Context: an optimization exercise on an open-source flow, tuned for small area. The choices shown serve that exercise and are no tape-out recipe.
Only simulation tests tie the RTL to the original design; equivalence was not proved.

## oak
==> flow/design.v (excerpt) <==
module AudioEffects(
input AUD_BCLK,
input rst,
input sw1,
input sw2,
input sw3,
input sw4,
input sw5,
input AUD_ADCDAT,
input AUD_ADCLRCK,
input AUD_DACLRCK,
output AUD_DACDAT
);
wire [15:0] adcL, adcR;
wire dacLoad;
wire phase;         
wire dacBit;
AudioADC myADC(
.AUD_BCLK(AUD_BCLK),
.rst(rst),
.AUD_ADCLRCK(AUD_ADCLRCK),
.AUD_ADCDAT(AUD_ADCDAT),
.dataL(adcL),
.dataR(adcR)
);
reg [143:0] lineL;
reg [143:0] lineR;
reg shiftR;
always @(posedge AUD_BCLK)
begin
	shiftR <= AUD_DACLRCK;
	if (AUD_DACLRCK == 1)
		lineL <= {lineL[127:0], adcL};
	if (shiftR == 1)
		lineR <= {lineR[127:0], adcR};
end
reg [3:0] selD;
always @(posedge AUD_BCLK)
	selD <= {sw5, sw4, sw3, sw2};
wire [3:0] sel = phase ? selD : {sw5, sw4, sw3, sw2};
wire [143:0] x = phase ? lineR : lineL;
wire [15:0] dflt = phase ? adcR : adcL;
wire [15:0] half;
FxCore core(.x(x), .dflt(dflt),
	.lpf(sel == 4'b1000), .hpf(sel == 4'b0100), .comb(sel == 4'b0010), .mavg(sel == 4'b0001),
	.y(half));
AudioDAC myDAC(
.AUD_BCLK(AUD_BCLK),
.rst(rst),
.AUD_DACLRCK(AUD_DACLRCK),
.half(half),
.load(dacLoad),
.loadLo(phase),
.AUD_DACDAT(dacBit)
);
assign AUD_DACDAT = sw1 & dacBit;
endmodule
For scale: roughly 1400 cells after synthesis, about 11 I/O pins, roughly 0.019 mm^2 of cells after synthesis.
==> flow/config.mk <==
export PLATFORM = sky130hd
export DESIGN_NAME = AudioEffects
export DESIGN_NICKNAME = AudioEffects
export VERILOG_FILES = /design/flow/design.v
export SDC_FILE = /design/flow/constraint.sdc
export NUM_CORES = 4
export LEC_CHECK = 0
export ABC_AREA = 1
export CAP_MARGIN = 20
export CORE_MARGIN = 2
export CORE_UTILIZATION = 40
export CTS_BUF_LIST = sky130_fd_sc_hd__clkbuf_16
export CTS_CLUSTER_DIAMETER = 110
export CTS_CLUSTER_SIZE = 30
export SLEW_MARGIN = 20
==> flow/constraint.sdc <==
create_clock -name core_clock -period 10.0 [get_ports {AUD_BCLK}]
set_input_delay 2.0000 -clock core_clock [delete_from_list [all_inputs] [get_ports {AUD_BCLK}]]
set_output_delay 2.0000 -clock core_clock [all_outputs]
set_load 0.01 [all_outputs]
standard.sh (not shown) runs the stock make flow with config.mk's settings and CLKGATE_MAP_FILE= SYNTH_SCRIPT=/design/flow/synth_recipe.tcl, a recipe that flattens the netlist after the stock synthesis.
==> flow/flow/run.sh <==
#!/bin/bash
# Standard layout with two changes: clock tree without dummy loads, and
# ports buffered with buf_1 cells.  Each tool's output is in orfs/logs;
# standard.sh's own output goes to standard.log.
set -e
cp standard.sh standard_sh.log
export CTS_ARGS="-sink_clustering_enable -repair_clock_nets -sink_clustering_size 30 -sink_clustering_max_diameter 110 -buf_list sky130_fd_sc_hd__clkbuf_16 -dont_use_dummy_load"
export BUFFER_PORTS_ARGS="-buffer_cell sky130_fd_sc_hd__buf_1"
bash standard.sh > standard.log 2>&1
Changes in pine relative to oak:
==> flow/flow/run.sh <==
#!/bin/bash
# Own layout flow: the standard flow (standard.sh) with three changes.
#  - Synthesis is synth_recipe.tcl unchanged except that its ABC call (the
#    mapping of the logic between the registers to cells, after the
#    registers are mapped) uses the area-oriented script abc_amap.script.
#  - The clock tree is built without dummy loads, from clusters of up to
#    24 sinks.
#  - The ports are buffered with buf_1 cells.
# standard.sh's output goes to standard.log, each ORFS step's to orfs/logs.
set -euo pipefail
here=$(pwd)
{
  echo 'proc abc {args} {'
  echo '  set i [lsearch $args -script]'
  echo "  if {\$i >= 0} { lset args [expr {\$i + 1}] $here/flow/abc_amap.script }"
  echo '  yosys abc {*}$args'
  echo '}'
  cat synth_recipe.tcl
} > flow/area_synth.tcl
grep -q 'SYNTH_SCRIPT=' standard.sh
sed "s#SYNTH_SCRIPT=[^ ]*#SYNTH_SCRIPT=$here/flow/area_synth.tcl#" standard.sh > flow/standard_area.sh
export CTS_ARGS="-sink_clustering_enable -repair_clock_nets -sink_clustering_size 24 -sink_clustering_max_diameter 100 -buf_list sky130_fd_sc_hd__clkbuf_16 -dont_use_dummy_load"
export BUFFER_PORTS_ARGS="-buffer_cell sky130_fd_sc_hd__buf_1"
bash flow/standard_area.sh > standard.log 2>&1
==> flow/flow/abc_amap.script (new file) <==
strash
dch
amap
topo
diff --git a/flow/config.mk b/flow/config.mk
--- a/flow/config.mk
+++ b/flow/config.mk
@@ -11,5 +11,5 @@
 export CORE_UTILIZATION = 40
 export CTS_BUF_LIST = sky130_fd_sc_hd__clkbuf_16
-export CTS_CLUSTER_DIAMETER = 110
-export CTS_CLUSTER_SIZE = 30
+export CTS_CLUSTER_DIAMETER = 100
+export CTS_CLUSTER_SIZE = 24
 export SLEW_MARGIN = 20
==> comparison <==
pine ended up with a higher adder and majority cell fraction of the synthesized area than oak did.
Proportion of layout cells with a drive suffix above 1 was higher in the run labelled pine.
Going from oak to pine, post-synth net total shrinks by 309.
Edits applied to the flow inputs when going from pine to birch:
==> flow/run.sh (new file) <==
#!/bin/bash
# synth_recipe.tcl (not shown) runs the flow's synth.tcl, then flattens the netlist and writes it again
# the make line also repeats each setting of config.mk as NAME=value (left out here)
make -C /OpenROAD-flow-scripts/flow DESIGN_CONFIG=/design/flow/config.mk WORK_HOME=/design/flow/orfs CLKGATE_MAP_FILE= SYNTH_SCRIPT=/design/flow/synth_recipe.tcl finish
diff --git a/flow/config.mk b/flow/config.mk
--- a/flow/config.mk
+++ b/flow/config.mk
@@ -13,3 +13,4 @@
 export CTS_CLUSTER_DIAMETER = 100
 export CTS_CLUSTER_SIZE = 24
+export PLACE_DENSITY = 0.75
 export SLEW_MARGIN = 20
removed: flow/flow/run.sh
removed: flow/flow/abc_amap.script
removed: flow/standard.sh
[summary]
Compared with pine, in birch global placement routability congestion rose 0.067; achievable clock frequency rose 3.9%; non-clock buffer count fell about 54%; clock network area share rose 0.29 points.
birch was carried through to the last stage, and its layout satisfied the timing, design-rule and antenna checks.
Changes in maple relative to birch:
diff --git a/flow/config.mk b/flow/config.mk
--- a/flow/config.mk
+++ b/flow/config.mk
@@ -6,5 +6,4 @@
 export NUM_CORES = 4
 export LEC_CHECK = 0
-export ABC_AREA = 1
 export CAP_MARGIN = 20
 export CORE_MARGIN = 2
@@ -13,4 +12,3 @@
 export CTS_CLUSTER_DIAMETER = 100
 export CTS_CLUSTER_SIZE = 24
-export PLACE_DENSITY = 0.75
 export SLEW_MARGIN = 20
--- outcome ---
- Busiest layer in global routing: met2 -> birch, met1 -> maple
- Timing, DRC, antenna: 0 failures across birch and maple
- Gate count after technology mapping (maple / birch): 0.842
- Portion of the clock cycle consumed by the worst path in the final layout is higher on maple
- Looking at birch and maple, the overall die area is a wash.
diff inputs: maple => cedar
==> flow/flow/run.sh (new file) <==
#!/bin/bash
# Standard layout with two changes: clock tree without dummy loads, and
# ports buffered with buf_1 cells.  Each tool's output is in orfs/logs;
# standard.sh's own output goes to standard.log.
set -e
cp standard.sh standard_sh.log
export CTS_ARGS="-sink_clustering_enable -repair_clock_nets -sink_clustering_size 30 -sink_clustering_max_diameter 110 -buf_list sky130_fd_sc_hd__clkbuf_16 -dont_use_dummy_load"
export BUFFER_PORTS_ARGS="-buffer_cell sky130_fd_sc_hd__buf_1"
bash standard.sh > standard.log 2>&1
==> flow/standard.sh (new file) <==
#!/bin/bash
# synth_recipe.tcl (not shown) runs the flow's synth.tcl, then flattens the netlist and writes it again
# the make line also repeats each setting of config.mk as NAME=value (left out here)
make -C /OpenROAD-flow-scripts/flow DESIGN_CONFIG=/design/flow/config.mk WORK_HOME=/design/flow/orfs CLKGATE_MAP_FILE= SYNTH_SCRIPT=/design/flow/synth_recipe.tcl "${@:-finish}"
diff --git a/flow/config.mk b/flow/config.mk
--- a/flow/config.mk
+++ b/flow/config.mk
@@ -6,9 +6,10 @@
 export NUM_CORES = 4
 export LEC_CHECK = 0
-export CAP_MARGIN = 20
+export ABC_AREA = 1
+export CAP_MARGIN = 5
 export CORE_MARGIN = 2
 export CORE_UTILIZATION = 40
 export CTS_BUF_LIST = sky130_fd_sc_hd__clkbuf_16
-export CTS_CLUSTER_DIAMETER = 100
-export CTS_CLUSTER_SIZE = 24
-export SLEW_MARGIN = 20
+export CTS_CLUSTER_DIAMETER = 110
+export CTS_CLUSTER_SIZE = 30
+export SLEW_MARGIN = 5
removed: flow/run.sh
==> comparison <==
- Compared to maple, the routing of cedar uses more wire.
- cedar vs maple: area of combinational cells with multiple inputs down in cedar
- Diff maple and cedar: proportion of final cell area spent on non-clock buffers higher in maple
- maple has lower met2 routing resource usage after global routing than cedar.
- Changes observed in cedar relative to maple: die area now sits at about the same level, worst setup slack after placement went up by 0.91 ns.

---

AudioEffects, a different RTL version from the one above (not shown whole).
Size in the first run: roughly 1200 cells after synthesis.
Settings: LEC_CHECK=0, ABC_AREA=1, CAP_MARGIN=20, CORE_MARGIN=2, CORE_UTILIZATION=40, CTS_BUF_LIST=sky130_fd_sc_hd__clkbuf_16, CTS_CLUSTER_DIAMETER=100, CTS_CLUSTER_SIZE=24, SLEW_MARGIN=20; clock period 10.0 ns.
==> flow/flow/run.sh <==
#!/bin/bash
# Own layout flow: the standard flow (standard.sh) with three changes.
#  - Synthesis is synth_recipe.tcl unchanged except that its ABC call (the
#    mapping of the logic between the registers to cells, after the
#    registers are mapped) uses the area-oriented script abc_amap.script.
#  - The clock tree is built without dummy loads, from clusters of up to
#    24 sinks.
#  - The ports are buffered with buf_1 cells.
# standard.sh's output goes to standard.log, each ORFS step's to orfs/logs.
set -euo pipefail
here=$(pwd)
{
  echo 'proc abc {args} {'
  echo '  set i [lsearch $args -script]'
  echo "  if {\$i >= 0} { lset args [expr {\$i + 1}] $here/flow/abc_amap.script }"
  echo '  yosys abc {*}$args'
  echo '}'
  cat synth_recipe.tcl
} > flow/area_synth.tcl
grep -q 'SYNTH_SCRIPT=' standard.sh
sed "s#SYNTH_SCRIPT=[^ ]*#SYNTH_SCRIPT=$here/flow/area_synth.tcl#" standard.sh > flow/standard_area.sh
export CTS_ARGS="-sink_clustering_enable -repair_clock_nets -sink_clustering_size 24 -sink_clustering_max_diameter 100 -buf_list sky130_fd_sc_hd__clkbuf_16 -dont_use_dummy_load"
export BUFFER_PORTS_ARGS="-buffer_cell sky130_fd_sc_hd__buf_1"
bash flow/standard_area.sh > standard.log 2>&1
==> flow/flow/abc_amap.script <==
strash
dch
amap
topo
The starting point passed the timing, design-rule and antenna checks.
Edit:
==> flow/flow/abc_amap.script (replaced) <==
strash
dc2
dch
amap
topo
==> flow/flow/area_synth.tcl (new file) <==
proc abc {args} {
  set i [lsearch $args -script]
  if {$i >= 0} { lset args [expr {$i + 1}] /design/flow/flow/abc_amap.script }
  yosys abc {*}$args
}
proc synth {args} { yosys synth -nofsm -noshare {*}$args }
source $::env(SCRIPTS_DIR)/synth.tcl
# left out here: clear keep_hierarchy, flatten, clean up, hide names made inside functions, write 1_2_yosys.v
==> flow/flow/standard_area.sh (new file) <==
#!/bin/bash
# The standard flow's own layout of this design, on the ORFS make targets given (by default finish). After
# finish it leaves the final layout's DEF at /design/flow/out/final.def.
set -euo pipefail
make -C /OpenROAD-flow-scripts/flow DESIGN_CONFIG=/design/flow/config.mk WORK_HOME=/design/flow/orfs CLKGATE_MAP_FILE= SYNTH_SCRIPT=/design/flow/flow/area_synth.tcl ABC_AREA=1 CAP_MARGIN=20 CORE_MARGIN=2 CORE_UTILIZATION=40 CTS_BUF_LIST=sky130_fd_sc_hd__clkbuf_16 CTS_CLUSTER_DIAMETER=100 CTS_CLUSTER_SIZE=24 SLEW_MARGIN=20 "${@:-finish}"
if [[ -f /design/flow/orfs/results/sky130hd/AudioEffects/base/6_final.odb ]]; then
  : # left out here: write the final layout as DEF
fi
The changed run went through all stages and came out clean.
Setup slack gets worse by 520 ps.
Fmax shrinks by 5.4%.
Area after synthesis barely changes.
Final cell count grows by 4.4%.
Cell area grows by 5.1%.
Via count grows by 1.6%.
Edit:
--- a/flow/flow/run.sh
+++ b/flow/flow/run.sh
@@ -5,5 +5,5 @@
 #    registers are mapped) uses the area-oriented script abc_amap.script.
 #  - The clock tree is built without dummy loads, from clusters of up to
-#    24 sinks.
+#    30 sinks.
 #  - The ports are buffered with buf_1 cells.
 # standard.sh's output goes to standard.log, each ORFS step's to orfs/logs.
@@ -20,5 +20,5 @@
 grep -q 'SYNTH_SCRIPT=' standard.sh
 sed "s#SYNTH_SCRIPT=[^ ]*#SYNTH_SCRIPT=$here/flow/area_synth.tcl#" standard.sh > flow/standard_area.sh
-export CTS_ARGS="-sink_clustering_enable -repair_clock_nets -sink_clustering_size 24 -sink_clustering_max_diameter 100 -buf_list sky130_fd_sc_hd__clkbuf_16 -dont_use_dummy_load"
+export CTS_ARGS="-sink_clustering_enable -repair_clock_nets -sink_clustering_size 30 -sink_clustering_max_diameter 110 -buf_list sky130_fd_sc_hd__clkbuf_16 -dont_use_dummy_load"
 export BUFFER_PORTS_ARGS="-buffer_cell sky130_fd_sc_hd__buf_1"
 bash flow/standard_area.sh > standard.log 2>&1
==> flow/flow/abc_amap.script (replaced) <==
strash
dch
amap
topo
CTS_CLUSTER_DIAMETER = 110   (was 100)
CTS_CLUSTER_SIZE = 30   (was 24)
removed: flow/flow/area_synth.tcl
removed: flow/flow/standard_area.sh
Result:
- The new run finished with timing, DRC and antenna clean
- cell area went down by about 5%
- area after synthesis stays flat
- via count went down by about 1.5%
- routed wire length went down by about 1.5%
- core utilization went down by 2.4 points
- count of clock-buffer cells in the layout went down by 4
- die area hardly moves
- setup slack improves by 520 ps
Edit:
--- a/flow/flow/run.sh
+++ b/flow/flow/run.sh
@@ -5,5 +5,5 @@
 #    registers are mapped) uses the area-oriented script abc_amap.script.
 #  - The clock tree is built without dummy loads, from clusters of up to
-#    30 sinks.
+#    24 sinks.
 #  - The ports are buffered with buf_1 cells.
 # standard.sh's output goes to standard.log, each ORFS step's to orfs/logs.
@@ -20,5 +20,5 @@
 grep -q 'SYNTH_SCRIPT=' standard.sh
 sed "s#SYNTH_SCRIPT=[^ ]*#SYNTH_SCRIPT=$here/flow/area_synth.tcl#" standard.sh > flow/standard_area.sh
-export CTS_ARGS="-sink_clustering_enable -repair_clock_nets -sink_clustering_size 30 -sink_clustering_max_diameter 110 -buf_list sky130_fd_sc_hd__clkbuf_16 -dont_use_dummy_load"
+export CTS_ARGS="-sink_clustering_enable -repair_clock_nets -sink_clustering_size 24 -sink_clustering_max_diameter 100 -buf_list sky130_fd_sc_hd__clkbuf_16 -dont_use_dummy_load"
 export BUFFER_PORTS_ARGS="-buffer_cell sky130_fd_sc_hd__buf_1"
 bash flow/standard_area.sh > standard.log 2>&1
==> flow/flow/abc_amap.script (replaced) <==
strash
dch
amap
topo
stime -c
buffer -c
upsize -c
dnsize -c
==> flow/flow/area_synth.tcl (new file) <==
proc abc {args} {
  set i [lsearch $args -script]
  if {$i >= 0} { lset args [expr {$i + 1}] /design/flow/flow/abc_amap.script }
  yosys abc {*}$args
}
proc synth {args} { yosys synth -nofsm -noshare {*}$args }
source $::env(SCRIPTS_DIR)/synth.tcl
# left out here: clear keep_hierarchy, flatten, clean up, hide names made inside functions, write 1_2_yosys.v
==> flow/flow/standard_area.sh (new file) <==
#!/bin/bash
# The standard flow's own layout of this design, on the ORFS make targets given (by default finish). After
# finish it leaves the final layout's DEF at /design/flow/out/final.def.
set -euo pipefail
make -C /OpenROAD-flow-scripts/flow DESIGN_CONFIG=/design/flow/config.mk WORK_HOME=/design/flow/orfs CLKGATE_MAP_FILE= SYNTH_SCRIPT=/design/flow/flow/area_synth.tcl ABC_AREA=1 CAP_MARGIN=20 CORE_MARGIN=2 CORE_UTILIZATION=40 CTS_BUF_LIST=sky130_fd_sc_hd__clkbuf_16 CTS_CLUSTER_DIAMETER=100 CTS_CLUSTER_SIZE=24 SLEW_MARGIN=20 "${@:-finish}"
if [[ -f /design/flow/orfs/results/sky130hd/AudioEffects/base/6_final.odb ]]; then
  : # left out here: write the final layout as DEF
fi
CTS_CLUSTER_DIAMETER = 100   (was 110)
CTS_CLUSTER_SIZE = 24   (was 30)
What happened: The new run completed with no timing, DRC or antenna violations; wire length rose by 1.4%; critical path depth fell by 5; die area rose by about 2%; global-route usage fell by 0.50 points.
Edit:
==> flow/flow/abc_amap.script (replaced) <==
strash
dch
amap
topo
==> flow/flow/standard_area.sh (replaced) <==
#!/bin/bash
# The standard flow's own layout of this design, on the ORFS make targets given (by default finish). After
# finish it leaves the final layout's DEF at /design/flow/out/final.def.
set -euo pipefail
make -C /OpenROAD-flow-scripts/flow DESIGN_CONFIG=/design/flow/config.mk WORK_HOME=/design/flow/orfs CLKGATE_MAP_FILE= SYNTH_SCRIPT=/design/flow/flow/area_synth.tcl ABC_AREA=1 CAP_MARGIN=20 CORE_MARGIN=2 CORE_UTILIZATION=40 CTS_BUF_LIST=sky130_fd_sc_hd__clkbuf_16 CTS_CLUSTER_DIAMETER=100 CTS_CLUSTER_SIZE=24 PLACE_DENSITY=0.75 SLEW_MARGIN=20 "${@:-finish}"
if [[ -f /design/flow/orfs/results/sky130hd/AudioEffects/base/6_final.odb ]]; then
  : # left out here: write the final layout as DEF
fi
PLACE_DENSITY = 0.75   (was not set)
Result: Synthesized area came out lower by about 2%; utilization is higher by 0.88 points; via count rises by about 2%.

-- afterwards: timing with drivers on the ports --
Ports are ideal in the flow. The routed layouts listed here were re-timed in OpenROAD. Step 1 sets driving cells, clkbuf_16 on the clock port and buf_2 on the other inputs (assumed; they add their load-dependent delay and slew). Step 2, shift: input delay + t, output delay - t, t = (earliest + latest rising clock arrival at the registers) / 2. This alone moves slack from input paths to output paths. Slacks: ideal ports / drivers / drivers and shift; pairs: ideal ports / drivers.
run | t, ns | setup WS [ns] | worst setup path after step 2 | clock arrival spread, ns
oak | 0.586 | 1.351 / 1.378 / 0.792 | input to register | 0.034 / 0.034
pine | 0.581 | 0.556 / 0.585 / 0.004 | input to register | 0.023 / 0.022
birch | 0.594 | 0.912 / 0.934 / 0.340 | input to register | 0.023 / 0.024
maple | 0.585 | 0.498 / 0.527 / -0.057 | input to register | 0.018 / 0.019
cedar | 0.586 | 1.351 / 1.378 / 0.792 | input to register | 0.034 / 0.034
the first run of note 2 | 0.583 | 0.729 / 0.758 / 0.176 | input to register | 0.024 / 0.025
the second run of note 2 | 0.574 | 0.204 / 0.224 / -0.350 | input to register | 0.069 / 0.070
the third run of note 2 | 0.577 | 0.721 / 0.721 / 0.175 | input to register | 0.023 / 0.023
the fourth run of note 2 | 0.577 | 0.709 / 0.741 / 0.164 | input to register | 0.046 / 0.046
the fifth run of note 2 | 0.570 | 0.583 / 0.612 / 0.042 | input to register | 0.035 / 0.036
With both steps, setup timing fails in maple and the second run of note 2, where it was met with ideal ports. For birch, which loses most, drivers alone change the setup slack by +0.022 ns; drivers and shift together by -0.572 ns.
